From an optimization exercise on the open Yosys and OpenROAD flow, aimed at small area and a short achievable clock period; shortcuts taken in it are not production practice. RTL that was checked went through simulation tests only; none was proved equivalent to the original. Power and IR drop assume default switching activity.

Setup of old:
==> flow/design.v <==
module cic_add #(
    parameter W    = 8,
    parameter FAST = 1
) (
    input  wire [W-1:0] a,
    input  wire [W-1:0] b,
    input  wire         ci,
    output wire [W-1:0] s,
    output wire         co
);
    generate
        if (FAST) begin : KS
            assign {co, s} = a + b + ci;
        end else begin : BK
            localparam L = 1 << ($clog2(W) - 1);
            wire [W-1:0] p = a ^ b;
            reg  [W-1:0] g, q;            
            integer i, d;
            always @* begin
                g = a & b;
                q = p;
                g[0] = g[0] | (q[0] & ci);
                for (d = 1; d < W; d = d * 2)
                    for (i = 2 * d - 1; i < W; i = i + 2 * d) begin
                        g[i] = g[i] | (q[i] & g[i-d]);
                        q[i] = q[i] & q[i-d];
                    end
                for (d = L / 2; d >= 1; d = d / 2)
                    for (i = 3 * d - 1; i < W; i = i + 2 * d) begin
                        g[i] = g[i] | (q[i] & g[i-d]);
                        q[i] = q[i] & q[i-d];
                    end
            end
            assign s  = p ^ {g[W-2:0], ci};
            assign co = g[W-1];
        end
    endgenerate
endmodule
module cic_decimator (
    input   wire            clk         ,
    input   wire            rst         ,
    input   wire    [11:0]  din         ,
    input   wire            din_valid   ,
    output  wire    [36:0]  dout        ,
    output  wire            dout_valid
);
    localparam W  = 37;
    localparam N  = 5;
    localparam K  = 3;                        
    localparam D  = N + K;                    
    function integer LO(input integer k);
        LO = (k * W + K - 1) / K;
    endfunction
    function integer WD(input integer k);
        WD = LO(k + 1) - LO(k);
    endfunction
    reg  [11:0]  xr;
    reg  [3:0]   cnt;
    reg  [D-1:0] vd;
    reg  [D-1:0] rd;
    reg  [D-1:0] dd;
    always @(posedge clk) begin
        xr <= din;
        vd <= {vd[D-2:0], din_valid & ~rst};
        rd <= {rd[D-2:0], rst};
        if (rst) begin
            cnt <= 4'd0;
            dd  <= {D{1'b0}};
        end else begin
            if (din_valid) cnt <= cnt + 4'd1;
            dd  <= {dd[D-2:0], din_valid & (cnt == 4'd15)};
        end
    end
    wire [W-1:0] xs [0:K-1];
    assign xs[0] = {{(W-12){xr[11]}}, xr};
    genvar i, k;
    generate
        for (k = 1; k < K; k = k + 1) begin : XD
            reg [W-1:0] x;
            always @(posedge clk) x <= xs[k-1];
            assign xs[k] = x;
        end
    endgenerate
    wire [W-1:0] acc [0:N];
    assign acc[0] = 0;
    generate
        for (i = 1; i <= N; i = i + 1) begin : INT
            for (k = 0; k < K; k = k + 1) begin : S
                reg  [WD(k)-1:0] a;
                wire [WD(k)-1:0] src = (i == 1) ? xs[k][LO(k) +: WD(k)]
                                                : acc[i-1][LO(k) +: WD(k)];
                wire [WD(k)-1:0] b   = src & {WD(k){vd[i+k-1]}};
                wire [WD(k)-1:0] fb  = a & {WD(k){~rd[i+k-1]}};
                wire [WD(k)-1:0] s;
                wire             ci, co;
                if (k == 0) begin : C
                    assign ci = 1'b0;
                end else begin : C
                    reg c;
                    always @(posedge clk) c <= INT[i].S[k-1].co;
                    assign ci = c;
                end
                cic_add #(.W(WD(k)), .FAST(0)) u_add (.a(fb), .b(b), .ci(ci), .s(s), .co(co));
                always @(posedge clk) a <= s;
                assign acc[i][LO(k) +: WD(k)] = a;
            end
        end
    endgenerate
    reg  [2:0] ph;                    
    reg        pend, run;
    reg        go, act0, byp0, last0;
    reg  [1:0] grp;                   
    reg  [K-1:1] act_d, byp_d, last_d;
    reg        vout;
    wire cap0   = dd[N];              
    wire cap_n  = dd[N-1];            
    wire [2:0] ph_n = (ph == 3'd4) ? 3'd0 : ph + 3'd1;
    wire pend_n = (cap0 | pend) & ~go;
    wire run_n  = act0 & ~last0;
    wire go_n   = (cap_n | pend_n) & (ph_n == 3'd0);
    wire act_n  = go_n | (run_n & (ph_n != 3'd0));
    wire [K-1:0] act  = {act_d,  act0};
    wire [K-1:0] byp  = {byp_d,  byp0};
    wire [K-1:0] last = {last_d, last0};
    wire         mask = grp[1];
    always @(posedge clk) begin
        if (rst) begin
            ph     <= 3'd0;
            pend   <= 1'b0;
            run    <= 1'b0;
            go     <= 1'b0;
            act0   <= 1'b0;
            byp0   <= 1'b0;
            last0  <= 1'b0;
            grp    <= 2'd0;
            act_d  <= {(K-1){1'b0}};
            byp_d  <= {(K-1){1'b0}};
            last_d <= {(K-1){1'b0}};
            vout   <= 1'b0;
        end else begin
            ph     <= ph_n;
            pend   <= pend_n;
            run    <= run_n;
            go     <= go_n;
            act0   <= act_n;
            byp0   <= go_n & cap_n;
            last0  <= act_n & (ph_n == 3'd4);
            act_d  <= act[K-2:0];
            byp_d  <= byp[K-2:0];
            last_d <= last[K-2:0];
            vout   <= last[K-1];
            if (last[K-1] && !grp[1]) grp <= grp + 2'd1;
        end
    end
    generate
        for (k = 0; k < K; k = k + 1) begin : CB
            reg  [WD(k)-1:0]   cur;
            reg  [N*WD(k)-1:0] rn;            
            reg  [N*WD(k)-1:0] ro;            
            wire [WD(k)-1:0] rn0  = rn[WD(k)-1:0];
            wire [WD(k)-1:0] ro0  = ro[WD(k)-1:0];
            wire [WD(k)-1:0] d5   = acc[N][LO(k) +: WD(k)];
            wire [WD(k)-1:0] opnd = byp[k] ? d5 : cur;
            wire [WD(k)-1:0] old  = ro0 & {WD(k){mask}};
            wire [WD(k)-1:0] diff;
            wire             ci, co;
            if (k == 0) begin : C
                assign ci = 1'b1;
            end else begin : C
                reg c;
                always @(posedge clk) c <= CB[k-1].co;
                assign ci = c;
            end
            cic_add #(.W(WD(k)), .FAST(1)) u_sub (.a(opnd), .b(~old), .ci(ci), .s(diff), .co(co));
            always @(posedge clk) begin
                rn <= {act[k] ? opnd : rn0, rn[N*WD(k)-1:WD(k)]};
                ro <= {act[k] ? rn0  : ro0, ro[N*WD(k)-1:WD(k)]};
                if (act[k])
                    cur <= diff;
                else if (dd[N+k])
                    cur <= d5;
            end
            assign dout[LO(k) +: WD(k)] = cur;
        end
    endgenerate
    assign dout_valid = vout;
endmodule
Settings: LEC_CHECK=0, CAP_MARGIN=20, CORE_MARGIN=2, CORE_UTILIZATION=60, CTS_BUF_LIST=sky130_fd_sc_hd__clkbuf_16, CTS_CLUSTER_DIAMETER=100, CTS_CLUSTER_SIZE=30, SLEW_MARGIN=20; clock period 13.0 ns.
standard.sh (not shown) runs the stock make flow with config.mk's settings and CLKGATE_MAP_FILE= SYNTH_SCRIPT=/design/flow/synth_recipe.tcl, a recipe that flattens the netlist after the stock synthesis.
==> flow/flow/run.sh <==
#!/bin/bash
# Standard synthesis and layout; only the port buffers use a faster cell
# than the one buffer_ports picks by default.
set -euo pipefail
bash standard.sh synth > synth.log 2>&1
bash standard.sh "BUFFER_PORTS_ARGS=-buffer_cell sky130_fd_sc_hd__buf_4" finish > layout.log 2>&1
old: flow completed, timing, DRC and antenna clean
Setup changes, old to new
==> flow/design.v <==
module cic_add #(
    parameter W = 8
) (
    input  wire [W-1:0] a,
    input  wire [W-1:0] b,
    input  wire         ci,
    output wire [W-1:0] s,
    output wire         co
);
    assign {co, s} = a + b + ci;
endmodule
module cic_decimator (
    input   wire            clk         ,
    input   wire            rst         ,
    input   wire    [11:0]  din         ,
    input   wire            din_valid   ,
    output  wire    [36:0]  dout        ,
    output  wire            dout_valid
);
    localparam W  = 37;
    localparam N  = 5;
    localparam K  = 3;                        
    localparam D  = N + K;                    
    function integer LO(input integer k);
        LO = (k * W + K - 1) / K;
    endfunction
    function integer WD(input integer k);
        WD = LO(k + 1) - LO(k);
    endfunction
    reg  [11:0]  xr;
    reg  [3:0]   cnt;
    reg  [D-1:0] vd;
    reg  [D-1:0] rd;
    reg  [D-1:0] dd;
    always @(posedge clk) begin
        xr <= din;
        vd <= {vd[D-2:0], din_valid & ~rst};
        rd <= {rd[D-2:0], rst};
        if (rst) begin
            cnt <= 4'd0;
            dd  <= {D{1'b0}};
        end else begin
            if (din_valid) cnt <= cnt + 4'd1;
            dd  <= {dd[D-2:0], din_valid & (cnt == 4'd15)};
        end
    end
    wire [W-1:0] xs [0:K-1];
    assign xs[0] = {{(W-12){xr[11]}}, xr};
    genvar i, k;
    generate
        for (k = 1; k < K; k = k + 1) begin : XD
            reg [W-1:0] x;
            always @(posedge clk) x <= xs[k-1];
            assign xs[k] = x;
        end
    endgenerate
    wire [W-1:0] acc [0:N];
    assign acc[0] = 0;
    generate
        for (i = 1; i <= N; i = i + 1) begin : INT
            for (k = 0; k < K; k = k + 1) begin : S
                reg  [WD(k)-1:0] a;
                wire [WD(k)-1:0] src = (i == 1) ? xs[k][LO(k) +: WD(k)]
                                                : acc[i-1][LO(k) +: WD(k)];
                wire [WD(k)-1:0] b   = src & {WD(k){vd[i+k-1]}};
                wire [WD(k)-1:0] fb  = a & {WD(k){~rd[i+k-1]}};
                wire [WD(k)-1:0] s;
                wire             ci, co;
                if (k == 0) begin : C
                    assign ci = 1'b0;
                end else begin : C
                    reg c;
                    always @(posedge clk) c <= INT[i].S[k-1].co;
                    assign ci = c;
                end
                cic_add #(.W(WD(k))) u_add (.a(fb), .b(b), .ci(ci), .s(s), .co(co));
                always @(posedge clk) a <= s;
                assign acc[i][LO(k) +: WD(k)] = a;
            end
        end
    endgenerate
    reg  [2:0] ph;                    
    reg        pend, run;
    reg        go, act0, byp0, last0;
    reg  [1:0] grp;                   
    reg  [K-1:1] act_d, byp_d, last_d;
    reg        vout;
    wire cap0   = dd[N];              
    wire cap_n  = dd[N-1];            
    wire [2:0] ph_n = (ph == 3'd4) ? 3'd0 : ph + 3'd1;
    wire pend_n = (cap0 | pend) & ~go;
    wire run_n  = act0 & ~last0;
    wire go_n   = (cap_n | pend_n) & (ph_n == 3'd0);
    wire act_n  = go_n | (run_n & (ph_n != 3'd0));
    wire [K-1:0] act  = {act_d,  act0};
    wire [K-1:0] byp  = {byp_d,  byp0};
    wire [K-1:0] last = {last_d, last0};
    wire         mask = grp[1];
    always @(posedge clk) begin
        if (rst) begin
            ph     <= 3'd0;
            pend   <= 1'b0;
            run    <= 1'b0;
            go     <= 1'b0;
            act0   <= 1'b0;
            byp0   <= 1'b0;
            last0  <= 1'b0;
            grp    <= 2'd0;
            act_d  <= {(K-1){1'b0}};
            byp_d  <= {(K-1){1'b0}};
            last_d <= {(K-1){1'b0}};
            vout   <= 1'b0;
        end else begin
            ph     <= ph_n;
            pend   <= pend_n;
            run    <= run_n;
            go     <= go_n;
            act0   <= act_n;
            byp0   <= go_n & cap_n;
            last0  <= act_n & (ph_n == 3'd4);
            act_d  <= act[K-2:0];
            byp_d  <= byp[K-2:0];
            last_d <= last[K-2:0];
            vout   <= last[K-1];
            if (last[K-1] && !grp[1]) grp <= grp + 2'd1;
        end
    end
    generate
        for (k = 0; k < K; k = k + 1) begin : CB
            reg  [WD(k)-1:0]   cur;
            reg  [N*WD(k)-1:0] rn;            
            reg  [N*WD(k)-1:0] ro;            
            wire [WD(k)-1:0] rn0  = rn[WD(k)-1:0];
            wire [WD(k)-1:0] ro0  = ro[WD(k)-1:0];
            wire [WD(k)-1:0] d5   = acc[N][LO(k) +: WD(k)];
            wire [WD(k)-1:0] opnd = byp[k] ? d5 : cur;
            wire [WD(k)-1:0] old  = ro0 & {WD(k){mask}};
            wire [WD(k)-1:0] diff;
            wire             ci, co;
            if (k == 0) begin : C
                assign ci = 1'b1;
            end else begin : C
                reg c;
                always @(posedge clk) c <= CB[k-1].co;
                assign ci = c;
            end
            cic_add #(.W(WD(k))) u_sub (.a(opnd), .b(~old), .ci(ci), .s(diff), .co(co));
            always @(posedge clk) begin
                rn <= {act[k] ? opnd : rn0, rn[N*WD(k)-1:WD(k)]};
                ro <= {act[k] ? rn0  : ro0, ro[N*WD(k)-1:WD(k)]};
                if (act[k])
                    cur <= diff;
                else if (dd[N+k])
                    cur <= d5;
            end
            assign dout[LO(k) +: WD(k)] = cur;
        end
    endgenerate
    assign dout_valid = vout;
endmodule
Notes after the runs:
Summary of the comparison: part of the Yosys area used for sequential elements is lower in new, relative to old.
The clock period minus final worst setup slack in new sits 160 ps below the value recorded for old.
[new vs old] mean instance size in the synthesized netlist: lower in new
new completed; timing, DRC and antenna clean
On power, old beats new.
Re data arrival at the endpoint of the critical path: new is 3250 ps down on old.
From old to new the numbers moved as follows: number of clock buffers inserted by TritonCTS essentially unchanged, highest fanout seen on the critical path decreased 26, part of the power in combinational logic increased 3.9 points.
| fraction of area in clock buffers and inverters | old vs new | ≈ equal |
Higher clock share of power was reported by old, not new.
Relative to old, the total instance count after detailed placement measured on new has increased by more than 10%.
As of new, synthesized cell count had risen by more than 10% compared to old.
For old, only the layout was checked, not whether the RTL still works.

========
RTL: one of the versions met above, not the one the previous note started from.
Size: about 2600 cells after synthesis, about 660 flip-flops, ~53 I/O pins, about 0.028 mm² of cells after synthesis.
==> module cic_add, before the edit <==
module cic_add #(
    parameter W = 8
) (
    input  wire [W-1:0] a,
    input  wire [W-1:0] b,
    input  wire         ci,
    output wire [W-1:0] s,
    output wire         co
);
    assign {co, s} = a + b + ci;
endmodule
==> module cic_decimator, before the edit <==
module cic_decimator (
    input   wire            clk         ,
    input   wire            rst         ,
    input   wire    [11:0]  din         ,
    input   wire            din_valid   ,
    output  wire    [36:0]  dout        ,
    output  wire            dout_valid
);
    localparam W  = 37;
    localparam N  = 5;
    localparam K  = 3;                        
    localparam D  = N + K;                    
    function integer LO(input integer k);
        LO = (k * W + K - 1) / K;
    endfunction
    function integer WD(input integer k);
        WD = LO(k + 1) - LO(k);
    endfunction
    reg  [11:0]  xr;
    reg  [3:0]   cnt;
    reg  [D-1:0] vd;
    reg  [D-1:0] rd;
    reg  [D-1:0] dd;
    always @(posedge clk) begin
        xr <= din;
        vd <= {vd[D-2:0], din_valid & ~rst};
        rd <= {rd[D-2:0], rst};
        if (rst) begin
            cnt <= 4'd0;
            dd  <= {D{1'b0}};
        end else begin
            if (din_valid) cnt <= cnt + 4'd1;
            dd  <= {dd[D-2:0], din_valid & (cnt == 4'd15)};
        end
    end
    wire [W-1:0] xs [0:K-1];
    assign xs[0] = {{(W-12){xr[11]}}, xr};
    genvar i, k;
    generate
        for (k = 1; k < K; k = k + 1) begin : XD
            reg [W-1:0] x;
            always @(posedge clk) x <= xs[k-1];
            assign xs[k] = x;
        end
    endgenerate
    wire [W-1:0] acc [0:N];
    assign acc[0] = 0;
    generate
        for (i = 1; i <= N; i = i + 1) begin : INT
            for (k = 0; k < K; k = k + 1) begin : S
                reg  [WD(k)-1:0] a;
                wire [WD(k)-1:0] src = (i == 1) ? xs[k][LO(k) +: WD(k)]
                                                : acc[i-1][LO(k) +: WD(k)];
                wire [WD(k)-1:0] b   = src & {WD(k){vd[i+k-1]}};
                wire [WD(k)-1:0] fb  = a & {WD(k){~rd[i+k-1]}};
                wire [WD(k)-1:0] s;
                wire             ci, co;
                if (k == 0) begin : C
                    assign ci = 1'b0;
                end else begin : C
                    reg c;
                    always @(posedge clk) c <= INT[i].S[k-1].co;
                    assign ci = c;
                end
                cic_add #(.W(WD(k))) u_add (.a(fb), .b(b), .ci(ci), .s(s), .co(co));
                always @(posedge clk) a <= s;
                assign acc[i][LO(k) +: WD(k)] = a;
            end
        end
    endgenerate
    reg  [2:0] ph;                    
    reg        pend, run;
    reg        go, act0, byp0, last0;
    reg  [1:0] grp;                   
    reg  [K-1:1] act_d, byp_d, last_d;
    reg        vout;
    wire cap0   = dd[N];              
    wire cap_n  = dd[N-1];            
    wire [2:0] ph_n = (ph == 3'd4) ? 3'd0 : ph + 3'd1;
    wire pend_n = (cap0 | pend) & ~go;
    wire run_n  = act0 & ~last0;
    wire go_n   = (cap_n | pend_n) & (ph_n == 3'd0);
    wire act_n  = go_n | (run_n & (ph_n != 3'd0));
    wire [K-1:0] act  = {act_d,  act0};
    wire [K-1:0] byp  = {byp_d,  byp0};
    wire [K-1:0] last = {last_d, last0};
    wire         mask = grp[1];
    always @(posedge clk) begin
        if (rst) begin
            ph     <= 3'd0;
            pend   <= 1'b0;
            run    <= 1'b0;
            go     <= 1'b0;
            act0   <= 1'b0;
            byp0   <= 1'b0;
            last0  <= 1'b0;
            grp    <= 2'd0;
            act_d  <= {(K-1){1'b0}};
            byp_d  <= {(K-1){1'b0}};
            last_d <= {(K-1){1'b0}};
            vout   <= 1'b0;
        end else begin
            ph     <= ph_n;
            pend   <= pend_n;
            run    <= run_n;
            go     <= go_n;
            act0   <= act_n;
            byp0   <= go_n & cap_n;
            last0  <= act_n & (ph_n == 3'd4);
            act_d  <= act[K-2:0];
            byp_d  <= byp[K-2:0];
            last_d <= last[K-2:0];
            vout   <= last[K-1];
            if (last[K-1] && !grp[1]) grp <= grp + 2'd1;
        end
    end
    generate
        for (k = 0; k < K; k = k + 1) begin : CB
            reg  [WD(k)-1:0]   cur;
            reg  [N*WD(k)-1:0] rn;            
            reg  [N*WD(k)-1:0] ro;            
            wire [WD(k)-1:0] rn0  = rn[WD(k)-1:0];
            wire [WD(k)-1:0] ro0  = ro[WD(k)-1:0];
            wire [WD(k)-1:0] d5   = acc[N][LO(k) +: WD(k)];
            wire [WD(k)-1:0] opnd = byp[k] ? d5 : cur;
            wire [WD(k)-1:0] old  = ro0 & {WD(k){mask}};
            wire [WD(k)-1:0] diff;
            wire             ci, co;
            if (k == 0) begin : C
                assign ci = 1'b1;
            end else begin : C
                reg c;
                always @(posedge clk) c <= CB[k-1].co;
                assign ci = c;
            end
            cic_add #(.W(WD(k))) u_sub (.a(opnd), .b(~old), .ci(ci), .s(diff), .co(co));
            always @(posedge clk) begin
                rn <= {act[k] ? opnd : rn0, rn[N*WD(k)-1:WD(k)]};
                ro <= {act[k] ? rn0  : ro0, ro[N*WD(k)-1:WD(k)]};
                if (act[k])
                    cur <= diff;
                else if (dd[N+k])
                    cur <= d5;
            end
            assign dout[LO(k) +: WD(k)] = cur;
        end
    endgenerate
    assign dout_valid = vout;
endmodule
clock: 13.0 ns
lec_check: 0
cap_margin: 20
core_margin: 2
core_utilization: 60
cts_buf_list: sky130_fd_sc_hd__clkbuf_16
cts_cluster_diameter: 100
cts_cluster_size: 30
slew_margin: 20
==> flow/flow/run.sh <==
#!/bin/bash
# Standard synthesis and layout; the port buffers use a faster cell than
# the one buffer_ports picks by default, and timing repair aims for a
# slack margin so the design closes well under the clock period.
set -euo pipefail
bash standard.sh synth > synth.log 2>&1
bash standard.sh "BUFFER_PORTS_ARGS=-buffer_cell sky130_fd_sc_hd__buf_4" SETUP_SLACK_MARGIN=9.6 finish > layout.log 2>&1
Rerun with:
--- a/flow/design.v
+++ b/flow/design.v
@@ -1,5 +1,6 @@
 module cic_add #(
-    parameter W = 8
+    parameter W    = 8,
+    parameter FAST = 1
 ) (
     input  wire [W-1:0] a,
     input  wire [W-1:0] b,
@@ -7,7 +8,33 @@
     output wire [W-1:0] s,
     output wire         co
 );
-    assign {co, s} = a + b + ci;
+    generate
+        if (FAST) begin : KS
+            assign {co, s} = a + b + ci;
+        end else begin : BK
+            localparam L = 1 << ($clog2(W) - 1);
+            wire [W-1:0] p = a ^ b;
+            reg  [W-1:0] g, q;            
+            integer i, d;
+            always @* begin
+                g = a & b;
+                q = p;
+                g[0] = g[0] | (q[0] & ci);
+                for (d = 1; d < W; d = d * 2)
+                    for (i = 2 * d - 1; i < W; i = i + 2 * d) begin
+                        g[i] = g[i] | (q[i] & g[i-d]);
+                        q[i] = q[i] & q[i-d];
+                    end
+                for (d = L / 2; d >= 1; d = d / 2)
+                    for (i = 3 * d - 1; i < W; i = i + 2 * d) begin
+                        g[i] = g[i] | (q[i] & g[i-d]);
+                        q[i] = q[i] & q[i-d];
+                    end
+            end
+            assign s  = p ^ {g[W-2:0], ci};
+            assign co = g[W-1];
+        end
+    endgenerate
 endmodule
 module cic_decimator (
     input   wire            clk         ,
@@ -73,7 +100,7 @@
                     always @(posedge clk) c <= INT[i].S[k-1].co;
                     assign ci = c;
                 end
-                cic_add #(.W(WD(k))) u_add (.a(fb), .b(b), .ci(ci), .s(s), .co(co));
+                cic_add #(.W(WD(k)), .FAST(0)) u_add (.a(fb), .b(b), .ci(ci), .s(s), .co(co));
                 always @(posedge clk) a <= s;
                 assign acc[i][LO(k) +: WD(k)] = a;
             end
@@ -144,14 +171,13 @@
                 always @(posedge clk) c <= CB[k-1].co;
                 assign ci = c;
             end
-            cic_add #(.W(WD(k))) u_sub (.a(opnd), .b(~old), .ci(ci), .s(diff), .co(co));
+            cic_add #(.W(WD(k)), .FAST(0)) u_sub (.a(opnd), .b(~old), .ci(ci), .s(diff), .co(co));
             always @(posedge clk) begin
                 rn <= {act[k] ? opnd : rn0, rn[N*WD(k)-1:WD(k)]};
                 ro <= {act[k] ? rn0  : ro0, ro[N*WD(k)-1:WD(k)]};
-                if (act[k])
-                    cur <= diff;
-                else if (dd[N+k])
-                    cur <= d5;
+                cur <= ({WD(k){act[k]}} & diff)
+                     | ({WD(k){~act[k] & dd[N+k]}} & d5)
+                     | ({WD(k){~act[k] & ~dd[N+k]}} & cur);
             end
             assign dout[LO(k) +: WD(k)] = cur;
         end
What happened: The changed run ran to the end with no violations; setup slack gains 0.11 ns; via count drops by 20%; fmax climbs by 2.9%; sequential share of layout area climbs by 1.9 points; first-iteration DRC count drops by 39%.
No functional check of the RTL was part of the second run of this note.

-- what the ideal ports hide --
The results above use ideal ports. As a check the final layouts listed here were re-extracted and re-timed, cells and wires unchanged. Step 1 assumes that a clkbuf_16 drives the clock port and a buf_2 every other input. Step 2 moves the port delays by t, midway between the first and last clock arrival at a register: inputs arrive t later, outputs are due t later. That takes back most of the time a late clock gives input paths. a / b / c = no drivers / after step 1 / after step 2; a / b = the first two.
run | t (ns) | setup slack, ns | worst slew at a driven data input, ns
old | 0.643 | 9.022 / 9.022 / 9.022 | 0.09
new | 0.655 | 9.185 / 9.127 / 9.566 | 0.05
the first run of note 2 | 0.656 | 9.194 / 9.136 / 9.694 | 0.05
the second run of note 2 | 0.645 | 9.300 / 9.244 / 9.608 | 0.04
After both steps every run listed still meets setup and hold.
